What follows belongs to an exercise in optimizing a design on an open flow for small area and a short achievable clock period; a production flow would make more cautious choices.
Function was checked by simulation only, so behaviour that the tests miss may differ from the original.
Power and IR drop assume default switching activity.

[flow/standard.sh]
#!/bin/bash
# synth_recipe.tcl (not shown) runs the flow's synth.tcl, then flattens the netlist and writes it again
# the make line also repeats each setting of config.mk as NAME=value (left out here)
make -C /OpenROAD-flow-scripts/flow DESIGN_CONFIG=/design/flow/config.mk WORK_HOME=/design/flow/orfs CLKGATE_MAP_FILE= SYNTH_SCRIPT=/design/flow/synth_recipe.tcl "${@:-finish}"
[flow/design.v]
module calc_tile_n #(
    parameter int HI = 12,
    parameter int LO = 0
) (
    input  logic [12:0]  rem_i,    
    input  logic [9:0]   den,
    output logic [HI:LO] quo,
    output logic [12:0]  rem_o     
);
function automatic logic [11:0] borrows(input logic [10:0] a, input logic [10:0] b);
    logic [11:0] bo;
    integer j;
    bo[0] = 1'b0;
    for (j = 0; j < 11; j = j + 1)
        bo[j+1] = (~a[j] & b[j]) | ((~a[j] | b[j]) & bo[j]);
    borrows = bo;
endfunction
logic [12:0] r [LO:HI+1];
assign r[HI+1] = rem_i;
assign rem_o   = r[LO];
genvar i;
generate
    for (i = HI; i >= LO; i--) begin : g_row
        localparam int W  = 13 - i;               
        localparam int WC = (W < 11) ? W : 11;    
        logic [10:0] a, b, nb;
        logic [11:0] bo;
        logic        hi_zero;
        assign a  = 11'(r[i+1] >> i) & ((11'd1 << WC) - 11'd1);
        assign b  = {1'b0, den} & ((11'd1 << WC) - 11'd1);
        if (WC < 10) begin : g_hz
            assign hi_zero = ~|den[9:WC];
        end else begin : g_nhz
            assign hi_zero = 1'b1;
        end
        assign bo     = borrows(a, b);
        assign quo[i] = hi_zero & ~bo[WC];
        assign nb     = (a ^ ({11{quo[i]}} & (b ^ bo[10:0]))) & ((11'd1 << WC) - 11'd1);
        if (i > 0) begin : g_lo
            assign r[i] = (13'(nb) << i) | (r[i+1] & ((13'd1 << i) - 13'd1));
        end else begin : g_last
            assign r[i] = 13'(nb);
        end
    end
endgenerate
endmodule
module Layer_Decoder (
    input  logic         clk,
    input  logic         rst_n,
    input logic uLD_en_i,  
    input  logic [5:0]   layer_id_i,
    input  logic [1:0]   layer_type_i,      
    input  logic [7:0]   in_R_i, in_C_i,    
    input  logic [10:0]   in_D_i, out_K_i,   
    input  logic [1:0]   stride_i,          
    input  logic [1:0]   pad_T_i, pad_B_i, pad_L_i, pad_R_i,
    input  logic [31:0]  base_ifmap_i,
    input  logic [31:0]  base_weight_i,
    input  logic [31:0]  base_bias_i,
    input  logic [31:0]  base_ofmap_i,
    input  logic [3:0]   flags_i,          
    input  logic [7:0]   quant_scale_i,    
    output logic [5:0]   layer_id_o,
    output logic [1:0]   layer_type_o,
    output logic [7:0]   padded_R_o, padded_C_o,
    output logic [10:0]   in_D_o, out_K_o,
    output logic [1:0]   stride_o,
    output logic [1:0]   pad_T_o, pad_B_o, pad_L_o, pad_R_o,
    output logic [1:0]   kH_o, kW_o,  
    output logic [31:0]  base_ifmap_o,
    output logic [31:0]  base_weight_o,
    output logic [31:0]  base_bias_o,
    output logic [31:0]  base_ofmap_o,
    output logic [3:0]   flags_o,
    output logic [5:0]   quant_scale_o,
    output logic [31:0]  tile_n_o,
    output logic [7:0]   tile_D_o,
    output logic [7:0]   tile_K_o,
    output logic [7:0]   tile_D_f_o,
    output logic [7:0]   tile_K_f_o,
    output logic [7:0]   in_R_o,
    output logic [7:0]   in_C_o,
    output logic [7:0]   out_R_o,
    output logic [7:0]   out_C_o
);
function automatic logic [10:0] add11(input logic [10:0] x, input logic [10:0] y);
    logic [10:0] g, t, g2, t2, c;
    integer j, s;
    g = x & y;
    t = x | y;
    for (s = 1; s < 11; s = s * 2) begin
        g2 = g; t2 = t;
        for (j = 0; j < 11; j = j + 1)
            if (j >= s) begin
                g2[j] = g[j] | (t[j] & g[j-s]);
                t2[j] = t[j] & t[j-s];
            end
        g = g2; t = t2;
    end
    c = {g[9:0], 1'b0};
    add11 = x ^ (y ^ c);
endfunction
function automatic logic [7:0] div3(input logic [8:0] x);
    logic [1:0] r;
    logic [8:0] q;
    r = 2'd0;
    for (int i = 8; i >= 0; i--) begin
        q[i] = (r == 2'd2) | ((r == 2'd1) & x[i]);
        case ({r, x[i]})
            3'b001:  r = 2'd1;
            3'b010:  r = 2'd2;
            3'b100:  r = 2'd1;
            3'b101:  r = 2'd2;
            default: r = 2'd0;
        endcase
    end
    div3 = q[7:0];    
endfunction
function automatic logic [7:0] out_size(input logic [7:0] padded,
                                        input logic       k3,
                                        input logic [1:0] stride);
    logic [8:0] z;
    z = {1'b0, padded} + (k3 ? 9'd0 : 9'd2);
    case (stride)
        2'd2:    out_size = z[8:1];
        2'd3:    out_size = (z == 9'd0) ? 8'd86 : div3(z + 9'd2);
        default: out_size = 8'(z - 9'd2);
    endcase
endfunction
function automatic logic [7:0] out_size_fast(input logic [7:0] padded,
                                             input logic       k3,
                                             input logic [1:0] stride);
    logic [10:0] p11;
    p11 = {3'b000, padded};
    case (stride)
        2'd2:    out_size_fast = 8'(add11(p11, k3 ? 11'd0 : 11'd2) >> 1);
        2'd3:    out_size_fast = (k3 && padded == 8'd0) ? 8'd86
                                 : div3(9'(add11(p11, k3 ? 11'd2 : 11'd4)));
        default: out_size_fast = 8'(add11(p11, k3 ? 11'h7fe : 11'd0));
    endcase
endfunction
logic       k3_i;
logic [7:0] padded_C_i;
logic [7:0] out_C_d;
assign k3_i       = layer_type_i[0];              
assign padded_C_i = 8'(add11({3'b000, in_C_i}, {8'd0, 3'({1'b0, pad_L_i} + {1'b0, pad_R_i})}));
assign out_C_d    = out_size_fast(padded_C_i, k3_i, stride_i);
localparam int SPLIT = 7;
function automatic logic [12:0] tile_n_const(input logic [1:0] t);
    case (t)
        2'd0: tile_n_const = 13'd668;
        2'd2:  tile_n_const = 13'd2180;
        2'd3:    tile_n_const = 13'd586;
        default:    tile_n_const = 13'd0;
    endcase
endfunction
logic [9:0]        den_d;
logic [12:0]       num_d, rem_d;
logic [12:SPLIT]   quo_hi, tile_n_hi_d;
assign num_d = {add11({3'd0, out_C_d}, 11'd1635), 2'b10};
assign den_d = 10'(add11({3'd0, in_C_i}, {2'b00, out_C_d, 1'b0}));
calc_tile_n #(.HI(12), .LO(SPLIT)) calc_n_hi_u (
    .rem_i (num_d),
    .den   (den_d),
    .quo   (quo_hi),
    .rem_o (rem_d)
);
logic [12:0]       const_d;
assign const_d     = tile_n_const(layer_type_i);
assign tile_n_hi_d = (layer_type_i == 2'd1) ? quo_hi : const_d[12:SPLIT];
logic [12:SPLIT]   tile_n_hi;
logic [9:0]        den_q;
logic [12:0]       rem_q;
always_ff @(posedge clk or negedge rst_n) begin
    if (!rst_n) begin
        layer_id_o      <= 6'd0;
        layer_type_o    <= 2'd0;
        in_D_o          <= 11'd0;
        out_K_o         <= 11'd0;
        stride_o        <= 2'd0;
        pad_T_o         <= 2'd0;
        pad_B_o         <= 2'd0;
        pad_L_o         <= 2'd0;
        pad_R_o         <= 2'd0;
        base_ifmap_o    <= 32'd0;
        base_weight_o   <= 32'd0;
        base_bias_o     <= 32'd0;
        base_ofmap_o    <= 32'd0;
        flags_o         <= 4'd0;
        quant_scale_o   <= 6'd0;
        in_R_o          <= 8'd0;
        in_C_o          <= 8'd0;
        out_C_o         <= 8'd0;
        tile_n_hi       <= '0;
    end
    else if (uLD_en_i) begin
        layer_id_o      <= layer_id_i;
        layer_type_o    <= layer_type_i;
        in_D_o          <= in_D_i;
        out_K_o         <= out_K_i;
        stride_o        <= stride_i;
        pad_T_o         <= pad_T_i;
        pad_B_o         <= pad_B_i;
        pad_L_o         <= pad_L_i;
        pad_R_o         <= pad_R_i;
        base_ifmap_o    <= base_ifmap_i;
        base_weight_o   <= base_weight_i;
        base_bias_o     <= base_bias_i;
        base_ofmap_o    <= base_ofmap_i;
        flags_o         <= flags_i;
        quant_scale_o   <= quant_scale_i[5:0];
        in_R_o          <= in_R_i;
        in_C_o          <= in_C_i;
        out_C_o         <= out_C_d;
        tile_n_hi       <= tile_n_hi_d;
    end
end
always_ff @(posedge clk) begin
    if (uLD_en_i) begin
        den_q           <= den_d;
        rem_q           <= rem_d;
    end
end
logic        loaded;                  
logic        pw, dw, std, lin;
assign loaded = |stride_o;
assign pw  = loaded & (layer_type_o == 2'd0);
assign dw  = (layer_type_o == 2'd1);
assign std = (layer_type_o == 2'd2);
assign lin = (layer_type_o == 2'd3);
assign padded_R_o = in_R_o + pad_T_o + pad_B_o;
assign padded_C_o = in_C_o + pad_L_o + pad_R_o;
assign out_R_o = out_size(padded_R_o, layer_type_o[0], stride_o);
assign kH_o = {layer_type_o[0], loaded};
assign kW_o = kH_o;
assign tile_D_o   = {2'b00, pw | lin, 1'b0, dw | std, 1'b0, dw | std, 1'b0};
assign tile_K_o   = tile_D_o;
assign tile_K_f_o = tile_D_o;
assign tile_D_f_o = {2'b00, pw | lin, 1'b0, std, 1'b0, std, dw};
logic [SPLIT-1:0] quo_lo;
logic [12:0]      rem_unused;
calc_tile_n #(.HI(SPLIT-1), .LO(0)) calc_n_lo_u (
    .rem_i (rem_q),
    .den   (den_q),
    .quo   (quo_lo),
    .rem_o (rem_unused)
);
logic [12:0]      const_q;
assign const_q = tile_n_const(layer_type_o);
always_comb begin
    tile_n_o = 32'd0;
    tile_n_o[12:SPLIT] = tile_n_hi;
    if (dw)
        tile_n_o[SPLIT-1:0] = quo_lo;
    else if (loaded)
        tile_n_o[SPLIT-1:0] = const_q[SPLIT-1:0];
end
endmodule
[flow/constraint.sdc]
create_clock -name core_clock -period 200.0 [get_ports {clk}]
set_input_delay 40.0000 -clock core_clock [delete_from_list [all_inputs] [get_ports {clk}]]
set_output_delay 40.0000 -clock core_clock [all_outputs]
set_load 0.01 [all_outputs]
[flow/flow/run.sh]
#!/bin/bash
# The standard layout (the standard.sh, ORFS synthesis to final), with one
# change: the buffer that global placement puts on every input and output port
# is sky130_fd_sc_hd__buf_1 instead of the cell buffer_ports picks by default.
# make's full output goes to standard.log here; ORFS keeps each step's log
# under orfs/logs.
set -euo pipefail
cd "$(dirname "$0")/.."
bash standard.sh "BUFFER_PORTS_ARGS=-buffer_cell sky130_fd_sc_hd__buf_1" finish > standard.log 2>&1
[flow/config.mk]
export PLATFORM = sky130hd
export DESIGN_NAME = Layer_Decoder
export DESIGN_NICKNAME = Layer_Decoder
export VERILOG_FILES = /design/flow/design.v
export SDC_FILE = /design/flow/constraint.sdc
export NUM_CORES = 4
export LEC_CHECK = 0
export ABC_AREA = 1
export CAP_MARGIN = 20
export CORE_MARGIN = 2
export CORE_UTILIZATION = 70
export CTS_BUF_LIST = sky130_fd_sc_hd__clkbuf_8 sky130_fd_sc_hd__clkbuf_16
export CTS_CLUSTER_DIAMETER = 80
export CTS_CLUSTER_SIZE = 24
export SLEW_MARGIN = 20
==> flow_summary.json, run 1 <==
{
  "crit_path_frequent_cell": "nand2_1",
  "p_leak_nw": 8.83,
  "synthesis.area_mm2": 0.0149,
  "critPathRequiredTime_ns": 200.23,
  "root_buffer": "clkbuf_16",
  "hold_buffers": 0,
  "yosysSeqAreaShare_pct": 39.1,
  "io_pins": 493,
  "mostFrequentLayoutCells": "nand2_1 (877), buf_1 (450), dfrtp_1 (208)",
  "layout-drive-gt1-share_pct": 5.83,
  "synthAdderAreaFrac_pct": 3.55,
  "cts_setup_buffers": 0,
  "gp_congestion": 0.977,
  "synth_top_family_by_area": "simple AND/OR/NAND/NOR gates",
  "synth_simple_gate_area_share_pct": 34.0,
  "dieArea_mm2": 0.0225,
  "die_w_um": 150,
  "cts_repair_resize_count": 0,
  "cp_num_cells": 76,
  "clock_path_buffers": 3,
  "drt-initial-drc-count": 1159,
  "regToRegSetupSlack_ns": 199.04,
  "grt_use_total_pct": 37.6,
  "rsz0062_at_grt": "no",
  "clock_skew_ns": 0,
  "cp_top_family": "simple AND/OR/NAND/NOR gates",
  "start_util_pct": 71.2,
  "avgSynthCellArea_um2": 7.33,
  "fillers": 1557,
  "grt.overflow.total": 0,
  "crit_end": "rem_q[8]$_DFFE_PP_",
  "yosys.area_share.xor_xnor_pct": 6.46,
  "worstSetupStartpointType": "input pin",
  "num-nets-final": 2664,
  "period_share_pct": 25.0,
  "holdCritPathClass": "reg2reg",
  "period_needed_ns": 49.92,
  "grt_pass1_wl_mm": 67.3,
  "grt_pass1_vias": 13400,
  "cp_max_fo": 6,
  "cellPowerDensity_mw_per_mm2": 19.2,
  "max_slew_margin_pct": 25.0,
  "grt_max_degree": 161,
  "slowest_delay_ns": 0.53,
  "synthCells": 2036,
  "ant_nets": 0,
  "cts_buffers": 14,
  "io_buffer_count": 452,
  "yosys_most_used_dff": "dfrtp_1",
  "worst_r2r_endpoint": "stride_o[1]$_DFFE_PN0P_",
  "clk_pin_slew_ns": 0.09,
  "cts.sinks": 229,
  "antenna_cells": 0,
  "syn_to_final_growth_pct": 12.8,
  "ff_latch_area_mm2": 0.00584,
  "r2r-start": "stride_o[1]$_DFFE_PN0P_",
  "hpwl_mm": 33.7,
  "cp_slowest_cell": "fa_1",
  "synth_compound_area_share_pct": 6.14,
  "firstDrtPassIters": 5,
  "status": "no timing/DRC/antenna violations",
  "endpoint_kind": "flop",
  "clock_latency_ns": 0.49,
  "setup_tns_ns": 0,
  "drv_cap": 0,
  "grt_antenna_before_repair": 0,
  "worstSetupPathType": "in2reg",
  "synthMuxAreaShare_pct": 0,
  "wl_per_cell_um": 16.0,
  "multi_input_area_mm2": 0.00763,
  "ys_seq_elements": 229,
  "hp-start": "layer_id_o[3]$_DFFE_PN0P_",
  "htree_levels": 1,
  "finalPower_uw": 323,
  "mostFrequentLayoutCell": "nand2_1",
  "worstMarginPinSlew_ns": 1.11,
  "viasPerCell": 5.40,
  "die_h_um": 150,
  "drc_errors": 0,
  "core_region_area_mm2": 0.0210,
  "max-vdd-ir-drop_mv": 0.0239,
  "hold_viol_final": 0,
  "fmax_mhz": 20.0,
  "finalSetupViolations": 0,
  "ys_warn_count": 5,
  "synth_edf_count": 21,
  "vias": 14600,
  "routed_wl_mm": 43.4,
  "critPathLaunch": "pad_L_i[0]",
  "synth_async_sr_flop_share_pct": 90.8,
  "maxSlewViolCount": 0,
  "crit_buf_inv": 11,
  "yosysUniqueCellTypes": 65,
  "cts_tree": "built",
  "rows": 53,
  "cp.arrival_ns": 50.15,
  "r2r_cells": 2
}
logic make-up after synthesis:
logic type,count (synthesis)
AO/OA/AOI/OAI,148
XOR/XNOR,107
adder cells (fa/ha/maj),37
buffers and inverters,333
flip-flops,229
other,1
AND/OR/NAND/NOR,1181
metal layers:
layer	global-route usage (%)	wire, um	vias up
met5	0	0	-
met4	14.7	1600	0
met3	6.92	3620	120
met2	62.7	21200	700
met1	48.9	16900	6784
li1	-	-	7018
sequential cells by signal, indices dropped and copies added, names as in the netlist, 8 cells and up:
name,cells
in_R_o,8
in_C_o,8
base_ofmap_o,32
base_weight_o,32
rem_q,11
out_K_o,11
in_D_o,11
base_bias_o,32
base_ifmap_o,32
den_q,10
out_C_o,8
synthesized netlist by cell type, drive strengths merged, types with 2 or more instances:
library cell | count | share of area, %
nand2 | 899 | 23
inv | 211 | 5.3
dfrtp | 208 | 35
nand3 | 135 | 6.0
nor2 | 93 | 2.7
xor2 | 92 | 5.5
o21ai | 79 | 2.9
buf | 63 | 3.1
clkbuf | 54 | 2.1
a21oi | 27 | 0.96
ha | 27 | 2.3
edfxtp | 21 | 4.2
nand4 | 18 | 0.75
or2 | 16 | 0.67
xnor2 | 15 | 1.0
nor3 | 10 | 0.34
fa | 9 | 1.2
a31oi | 8 | 0.34
o221ai | 8 | 0.47
clkinv | 5 | 0.13
nand3b | 4 | 0.20
nor4 | 4 | 0.17
o211ai | 3 | 0.18
o21bai | 3 | 0.18
o22ai | 3 | 0.13
a211oi | 2 | 0.13
a22oi | 2 | 0.10
a31o | 2 | 0.12
o31ai | 2 | 0.10
area by class of cell:
type	count	share of cell area (%)
clock buffers	15	2.23
clock inverters	7	0.468
inverters	216	4.88
multi-input cells	1511	45.3
flip-flops and latches	229	34.7
well taps	275	2.04
repair buffers	457	10.4
worst min-delay path by stage:
stage / endpoint / depth (start not counted)
2_1_floorplan: base_bias_o[0]$_DFFE_PN0P_ / 2
3_3_place_gp: quant_scale_o[4]$_DFFE_PN0P_ / 2
3_5_place_dp: base_weight_o[2]$_DFFE_PN0P_ / 2
4_1_cts: quant_scale_o[4]$_DFFE_PN0P_ / 2
5_1_grt: base_ifmap_o[26]$_DFFE_PN0P_ / 2
6_report: layer_id_o[3]$_DFFE_PN0P_ / 2
worst min-delay path, cell delays in order, from the launching register on:
cell and delay (ns):
dfrtp_1 0.35, nand2_1 0.05, nand2_1 0.04
power breakdown:
| group | switching (mW) | leakage (nW) | internal (mW) |
|---|---|---|---|
| sequential | 0.00589 | 2.75 | 0.0532 |
| combinational | 0.152 | 5.85 | 0.0798 |
| clock | 0.0163 | 0.233 | 0.0153 |
metrics by stage:
stage / setup slack [ns] / util [%] / hold WS, ns / instance area, um2 / cells
after detailed placement: 149.79 / 78.2 / 0.456 / 16400 / 2688
after CTS: 150.25 / 80.3 / 0.479 / 16800 / 2710
after floorplan: 151.35 / - / 0.509 / 15100 / 2073
after global placement: 150.05 / 78.2 / 0.452 / 16400 / 2688
after global routing: 149.04 / 80.3 / 0.501 / 16800 / 2710
final: 150.08 / 80.3 / 0.477 / 16800 / 2710
==> run 2: changes to the inputs <==
--- a/flow/design.v
+++ b/flow/design.v
@@ -129,14 +129,2 @@
 endfunction
-function automatic logic [7:0] out_size_fast(input logic [7:0] padded,
-                                             input logic       k3,
-                                             input logic [1:0] stride);
-    logic [10:0] p11;
-    p11 = {3'b000, padded};
-    case (stride)
-        2'd2:    out_size_fast = 8'(add11(p11, k3 ? 11'd0 : 11'd2) >> 1);
-        2'd3:    out_size_fast = (k3 && padded == 8'd0) ? 8'd86
-                                 : div3(9'(add11(p11, k3 ? 11'd2 : 11'd4)));
-        default: out_size_fast = 8'(add11(p11, k3 ? 11'h7fe : 11'd0));
-    endcase
-endfunction
 logic       k3_i;
@@ -146,4 +134,4 @@
 assign padded_C_i = 8'(add11({3'b000, in_C_i}, {8'd0, 3'({1'b0, pad_L_i} + {1'b0, pad_R_i})}));
-assign out_C_d    = out_size_fast(padded_C_i, k3_i, stride_i);
-localparam int SPLIT = 7;
+assign out_C_d    = out_size(padded_C_i, k3_i, stride_i);
+localparam int SPLIT = 8;
 function automatic logic [12:0] tile_n_const(input logic [1:0] t);
==> flow/flow/run.sh (replaced) <==
#!/bin/bash
# The standard layout (the standard.sh, ORFS synthesis to final), with two
# changes to how the layout is made:
#  - the buffer that global placement puts on every input and output port is
#    sky130_fd_sc_hd__buf_1 instead of the cell buffer_ports picks by default;
set -euo pipefail
cd "$(dirname "$0")/.."
bash standard.sh "BUFFER_PORTS_ARGS=-buffer_cell sky130_fd_sc_hd__buf_1" \
    "SETUP_SLACK_MARGIN=152" finish > standard.log 2>&1
--- a/flow/config.mk
+++ b/flow/config.mk
@@ -11,5 +11,2 @@
 export CORE_UTILIZATION = 70
-export CTS_BUF_LIST = sky130_fd_sc_hd__clkbuf_8 sky130_fd_sc_hd__clkbuf_16
-export CTS_CLUSTER_DIAMETER = 80
-export CTS_CLUSTER_SIZE = 24
 export SLEW_MARGIN = 20
==> flow_summary.json, run 2 <==
{
  "ys_warn_count": 5,
  "synth_area_leaders": "dfrtp_1 (35%), nand2_1 (22%), inv_1 (5.1%), edfxtp_1 (4.3%), xor2_1 (4.3%)",
  "synth_most_common_cell": "nand2_1",
  "grt_use_total_pct": 92.2,
  "synth_async_sr_flop_share_pct": 90.8,
  "synthCells": 2039,
  "grt_max_degree": 115,
  "die_w_um": 149,
  "cts.sinks": 228,
  "synthesis.area_mm2": 0.0146,
  "grt.overflow.total": 634,
  "status": "did not finish",
  "hpwl_mm": 33.5,
  "first-error": "[ERROR GRT-0232] Routing congestion too high. Check the congestion heatmap in the GUI.",
  "yosysUniqueCellTypes": 57,
  "die_h_um": 149,
  "yosys_most_used_dff": "dfrtp_1",
  "io_pins": 493,
  "worst_endpoint": "tile_n_o[0]",
  "stop_stage": "5_1_grt",
  "clock_path_buffers": 3,
  "avgSynthCellArea_um2": 7.18,
  "htree_levels": 1,
  "yosysSeqAreaShare_pct": 39.7,
  "gp_congestion": 0.920,
  "cts_buffers": 24,
  "post-place-cells": 2686,
  "yosysTopAreaCellShare_pct": 35.4,
  "yosys-top-cells-count": "nand2_1 (873), dfrtp_1 (207), inv_1 (199)",
  "ys_seq_elements": 228,
  "io_buffer_count": 452,
  "worst_path_end_type": "output port",
  "start_util_pct": 71.9,
  "yosys.area.top_type": "dfrtp_1",
  "rows": 52,
  "root_buffer": "clkbuf_16",
  "placed_cell_area_mm2": 0.0163,
  "synth_edf_count": 21
}
run 2: cell types whose count changed after synthesis, moves of 8 or more:
cell	delta
nor2_1	+13
nand3_2	-8
clkbuf_1	+15
clkbuf_8	-11
nand2_2	-8
xor2_1	-19
nand3_1	+19
o21ai_0	+9
run 2: power groups by stage:
stage          Sequential, mW  Clock, mW  Combinational (mW)
2_1_floorplan          0.0591          0               0.200
3_3_place_gp           0.0589          0               0.232
3_5_place_dp           0.0592          0               0.242
4_1_cts                0.0578     0.0446               0.307
run 2: how the worst min path moves through the flow:
stage,endpoint,slack (ns),cells after the start
2_1_floorplan,base_bias_o[0]$_DFFE_PN0P_,0.51,2
3_3_place_gp,base_bias_o[26]$_DFFE_PN0P_,0.45,2
3_5_place_dp,flags_o[3]$_DFFE_PN0P_,0.46,2
4_1_cts,flags_o[3]$_DFFE_PN0P_,0.47,2
run 2: per-stage QoR:
step                setup WS (ns)  hold WS, ns
floorplan                  151.81        0.509
global placement           150.72        0.452
detailed placement         150.30        0.456
CTS                        151.03        0.471
run 2: kinds of logic after synthesis:
family | after synthesis | share of synthesized area (%)
simple gates | 1190 | 34.6
buf+inv | 338 | 10.3
flops | 228 | 39.7
compound gates | 153 | 6.14
xor+xnor | 96 | 5.95
fa+ha+maj | 33 | 3.26
other cells | 1 | 0.0256
run 2: repair_timing:
action,in CTS
cloned,2
setup endpoints to repair,9
pin swaps,81
gates resized for setup,109
setup buffers,94
hold buffers,0
endpoints found under the hold margin,0
run 2: routing by layer:
| layer | overflow | GRT usage [%] |
|---|---|---|
| met5 | 5 | 52.5 |
| met4 | 208 | 101 |
| met3 | 32 | 79.5 |
| met2 | 366 | 107 |
| met1 | 23 | 87.5 |

## afterwards: timing with drivers on the ports
The results above use ideal ports. As a check the final layout listed here was re-extracted and re-timed, cells and wires unchanged.
Step 1 (the two cells are an assumption about what drives the block):
set clk [get_ports {clk}]
set_driving_cell -lib_cell sky130_fd_sc_hd__clkbuf_16 $clk
set_driving_cell -lib_cell sky130_fd_sc_hd__buf_2 [delete_from_list [all_inputs] $clk]
Step 2 also shifts input and output timing later by t, the mid clock arrival at the registers, as if the neighbouring blocks saw the same clock.
Slacks: ideal / step 1 / step 2; pairs: ideal / step 1.
run: run 1
shift t [ns]: 0.528
setup WS [ns]: 150.078 / 150.076 / 149.548
latest minus earliest clock arrival (ns): 0.027 / 0.026
After both steps setup and hold are still met in run 1. For run 1, drivers alone change the setup slack by -0.002 ns; drivers and shift together by -0.530 ns.
